Source: an optimization exercise on an open RTL-to-GDS flow (aim: small area). Production flows keep margins and buffers that such runs may drop.
Function was checked by simulation only, so behaviour that the tests miss may differ from the original.
The clock input has no modelled driver; a real chip could not lean on it and would need a root buffer or a full tree.
No activity file was given, so power comes from the tool's default toggle rates.

Setup of zinc:
==> flow/design.v (excerpt) <==
module alu8(input clk,
            input rst,
            input [7:0] operand_1,
            input [7:0] operand_2,
            input [3:0] opcode,
            output reg [7:0] alu_out,
            output reg z_flag,
            output reg cy_flag,
            output reg sign_flag);
For scale: roughly 11 flip-flops, ~33 I/O pins, about 840 µm² of cells after synthesis.
export LEC_CHECK = 0
export CAP_MARGIN = 20
export CORE_AREA = 2 2 59 59
export DIE_AREA = 0 0 61 61
export GPL_TIMING_DRIVEN = 0
export SLEW_MARGIN = 20
create_clock -name core_clock -period 5.0 [get_ports {clk}]
standard.sh (not shown) runs the stock make flow with config.mk's settings and CLKGATE_MAP_FILE= SYNTH_SCRIPT=/design/flow/synth_recipe.tcl, a recipe that flattens the netlist after the stock synthesis.
==> flow/flow/run.sh <==
#!/bin/bash
# Own layout flow: the standard ORFS flow (standard.sh) with
#  * our own synthesis script (flow/synth.tcl),
#  * port buffers of the smallest buffer cell (buf_1) instead of ORFS's pick,
#  * two clock buffers for the 11 registers instead of CTS's tree
#    (flow/cts_post.tcl, run at the end of ORFS's CTS step).
# Each tool's output goes to ORFS's own logs under orfs/logs; make's output
# to flow_make.log.
set -euo pipefail
W=$(pwd)
export OWN_FLOW_DIR=$W/flow
export OWN_CLOCK_BUFFER=sky130_fd_sc_hd__buf_2
export OWN_CLOCK_BUFFERS=2
bash standard.sh \
  SYNTH_SCRIPT=$W/flow/synth.tcl \
  "BUFFER_PORTS_ARGS=-buffer_cell sky130_fd_sc_hd__buf_1" \
  POST_CTS_TCL=$W/flow/cts_post.tcl SKIP_CTS_REPAIR_TIMING=1 SKIP_INCREMENTAL_REPAIR=1 \
  finish > $W/flow_make.log 2>&1
Other scripts of this flow, unchanged in this note and not shown: flow/flow/abc_1.script, flow/flow/abc_2.script, flow/flow/abc_3.script, flow/flow/abc_4.script, flow/flow/cts_post.tcl, flow/flow/synth.tcl
zinc finished all stages; the layout is clean.
Modified inputs, nickel compared to zinc
--- a/flow/design.v
+++ b/flow/design.v
@@ -80,23 +80,23 @@
   hd_nand2b_1 u_o7(.A_N(d[6]), .B(no6), .Y(o7));
   wire ca;
   wire za;
   hd_nor2_1 u_ca(.A(ncout), .B(sub), .Y(ca));
   hd_nor3_1 u_za(.A(o7), .B(d[7]), .C(ca), .Y(za));
   wire zp;
   hd_nor2_1 u_zp(.A(o7), .B(d[7]), .Y(zp));
   wire [7:1] e;
-  hd_a21oi_1 u_e1(.A1(d[1]), .A2(d[0]), .B1(no2), .Y(e[1]));
+  hd_xor2_1 u_e1(.A(d[1]), .B(d[0]), .X(e[1]));
   hd_xnor2_1 u_e2(.A(d[2]), .B(no2), .Y(e[2]));
-  hd_a21oi_1 u_e3(.A1(d[3]), .A2(o3), .B1(no4), .Y(e[3]));
+  hd_xor2_1 u_e3(.A(d[3]), .B(o3), .X(e[3]));
   hd_xnor2_1 u_e4(.A(d[4]), .B(no4), .Y(e[4]));
-  hd_a21oi_1 u_e5(.A1(d[5]), .A2(o5), .B1(no6), .Y(e[5]));
+  hd_xor2_1 u_e5(.A(d[5]), .B(o5), .X(e[5]));
   hd_xnor2_1 u_e6(.A(d[6]), .B(no6), .Y(e[6]));
-  hd_a21oi_1 u_e7(.A1(d[7]), .A2(o7), .B1(zp), .Y(e[7]));
+  hd_xor2_1 u_e7(.A(d[7]), .B(o7), .X(e[7]));
   wire ngs;
   wire g_neg;
   wire g_pos;
   hd_nand2_1 u_ngs(.A(g_arith), .B(op0b), .Y(ngs));
   hd_nor2_1 u_gneg(.A(ngs), .B(cout), .Y(g_neg));
   hd_o21a_1 u_gpos(.A1(ngs), .A2(cout), .B1(g_arith), .X(g_pos));
   wire [7:0] nr;
   wire [7:0] nl;
@@ -124,54 +124,56 @@
   hd_nand2_1 u_y5(.A(nr[5]), .B(nl[5]), .Y(alu_out[5]));
   hd_nand2_1 u_y6(.A(nr[6]), .B(nl[6]), .Y(alu_out[6]));
   hd_nand2_1 u_y7(.A(nr[7]), .B(nl[7]), .Y(alu_out[7]));
   wire nz_lo;
   wire nz_hi;
   wire and_zero;
   hd_nand4_1 u_az0(.A(nl[0]), .B(nl[1]), .C(nl[2]), .D(nl[3]), .Y(nz_lo));
   hd_nand4_1 u_az1(.A(nl[4]), .B(nl[5]), .C(nl[6]), .D(nl[7]), .Y(nz_hi));
-  hd_nor3b_1 u_az(.A(nz_lo), .B(nz_hi), .C_N(g_logic), .Y(and_zero));
+  hd_nor2_1 u_az(.A(nz_lo), .B(nz_hi), .Y(and_zero));
   wire nsc;
   wire scnz;
   hd_nand2_1 u_nsc(.A(g_pr), .B(op0b), .Y(nsc));
   hd_nor2_1 u_scnz(.A(zp), .B(nsc), .Y(scnz));
   wire nadd;
   wire t_add;
   wire x_cy;
   hd_nand2b_1 u_nadd(.A_N(op0b), .B(g_arith), .Y(nadd));
   hd_nor2_1 u_tadd(.A(cout), .B(nadd), .Y(t_add));
   hd_mux2i_1 u_xcy(.A0(cy_in), .A1(ncout), .S(scnz), .Y(x_cy));
   hd_a211oi_1 u_cy(.A1(nadd), .A2(x_cy), .B1(rst), .C1(t_add), .Y(cy_flag));
   wire upd_s;
   wire w_s;
   hd_nor2_1 u_upds(.A(ngs), .B(zp), .Y(upd_s));
   hd_nor2_1 u_ws(.A(sign_in), .B(upd_s), .Y(w_s));
   hd_a211oi_1 u_s(.A1(cout), .A2(upd_s), .B1(rst), .C1(w_s), .Y(sign_flag));
+  wire t8b;
   wire nzk;
-  hd_a311oi_1 u_nzk(.A1(g_k), .A2(op3), .A3(za), .B1(z_in), .C1(and_zero), .Y(nzk));
+  hd_and3_1 u_t8b(.A(g_k), .B(op3), .C(za), .X(t8b));
+  hd_a211oi_1 u_nzk(.A1(g_logic), .A2(and_zero), .B1(z_in), .C1(t8b), .Y(nzk));
   hd_a211oi_1 u_z(.A1(nsc), .A2(nzk), .B1(rst), .C1(scnz), .Y(z_flag));
 endmodule
 module hd_a211oi_1(input A1, input A2, input B1, input C1, output Y);
   assign Y = ~((A1 & A2) | B1 | C1);
 endmodule
 module hd_a21oi_1(input A1, input A2, input B1, output Y);
   assign Y = ~((A1 & A2) | B1);
 endmodule
 module hd_a221oi_1(input A1, input A2, input B1, input B2, input C1, output Y);
   assign Y = ~((A1 & A2) | (B1 & B2) | C1);
 endmodule
 module hd_a22oi_1(input A1, input A2, input B1, input B2, output Y);
   assign Y = ~((A1 & A2) | (B1 & B2));
 endmodule
-module hd_a311oi_1(input A1, input A2, input A3, input B1, input C1, output Y);
-  assign Y = ~((A1 & A2 & A3) | B1 | C1);
-endmodule
 module hd_and2_1(input A, input B, output X);
   assign X = A & B;
+endmodule
+module hd_and3_1(input A, input B, input C, output X);
+  assign X = A & B & C;
 endmodule
 module hd_buf_1(input A, output X);
   assign X = A;
 endmodule
 module hd_fa_1(input A, input B, input CIN, output COUT, output SUM);
   assign SUM = A ^ B ^ CIN;
   assign COUT = (A & B) | (CIN & (A ^ B));
 endmodule
@@ -196,19 +198,16 @@
 module hd_nor2_1(input A, input B, output Y);
   assign Y = ~(A | B);
 endmodule
 module hd_nor2b_1(input A, input B_N, output Y);
   assign Y = ~(A | ~B_N);
 endmodule
 module hd_nor3_1(input A, input B, input C, output Y);
   assign Y = ~(A | B | C);
-endmodule
-module hd_nor3b_1(input A, input B, input C_N, output Y);
-  assign Y = ~(A | B | ~C_N);
 endmodule
 module hd_o211ai_1(input A1, input A2, input B1, input C1, output Y);
   assign Y = ~((A1 | A2) & B1 & C1);
 endmodule
 module hd_o21a_1(input A1, input A2, input B1, output X);
   assign X = (A1 | A2) & B1;
 endmodule
 module hd_xnor2_1(input A, input B, output Y);
==> comparison <==
- nickel ended with more detailed-route wire length than zinc.
- Worst hold-check slack, nickel and zinc, higher one = zinc.
- The main combinational cell family by area after synthesis comes out compound AO/OA/AOI/OAI gates in one run and XOR/XNOR gates in the other, namely in zinc and nickel respectively.
- Going from zinc to nickel, final cell utilization of the core grew by 0.53 points; post-route clock period utilization shrank by 1.5 points; fmax grew by 3.4 MHz.
- zinc → nickel: worst setup slack climbed 0.077 ns; layout cell share with drive strength beyond 1 barely changed.
- nickel vs zinc — first-pass iteration count of the detailed router dropped 1.
- The final reports for nickel and zinc show portion of total power attributed to the clock network higher in the former.
No run of this note takes its clock network from TritonCTS; it comes from the design's own scripts or RTL.

## port drivers added, routing unchanged
No port has a modelled driver above. Below, the same layouts with a new extraction and two added sets of constraints.
Step 1 (the two cells are an assumption about what drives the block):
set clk [get_ports {clk}]
set_driving_cell -lib_cell sky130_fd_sc_hd__clkbuf_16 $clk
set_driving_cell -lib_cell sky130_fd_sc_hd__buf_2 [delete_from_list [all_inputs] $clk]
Step 2, shift: input delay + t, output delay - t, t = (earliest + latest rising clock arrival at the registers) / 2. This alone moves slack from input paths to output paths.
Slacks: ideal / step 1 / step 2; pairs: ideal / step 1.
run | t, ns | slack for setup (ns) | worst slew at a driven data input, ns
zinc | 0.144 | 0.220 / 0.219 / 0.075 | 0.04
nickel | 0.157 | 0.297 / 0.299 / 0.142 | 0.03
After both steps every run listed still meets setup and hold. The setup slack of nickel, which loses most, moves by +0.002 ns with the drivers and by -0.155 ns with both steps.
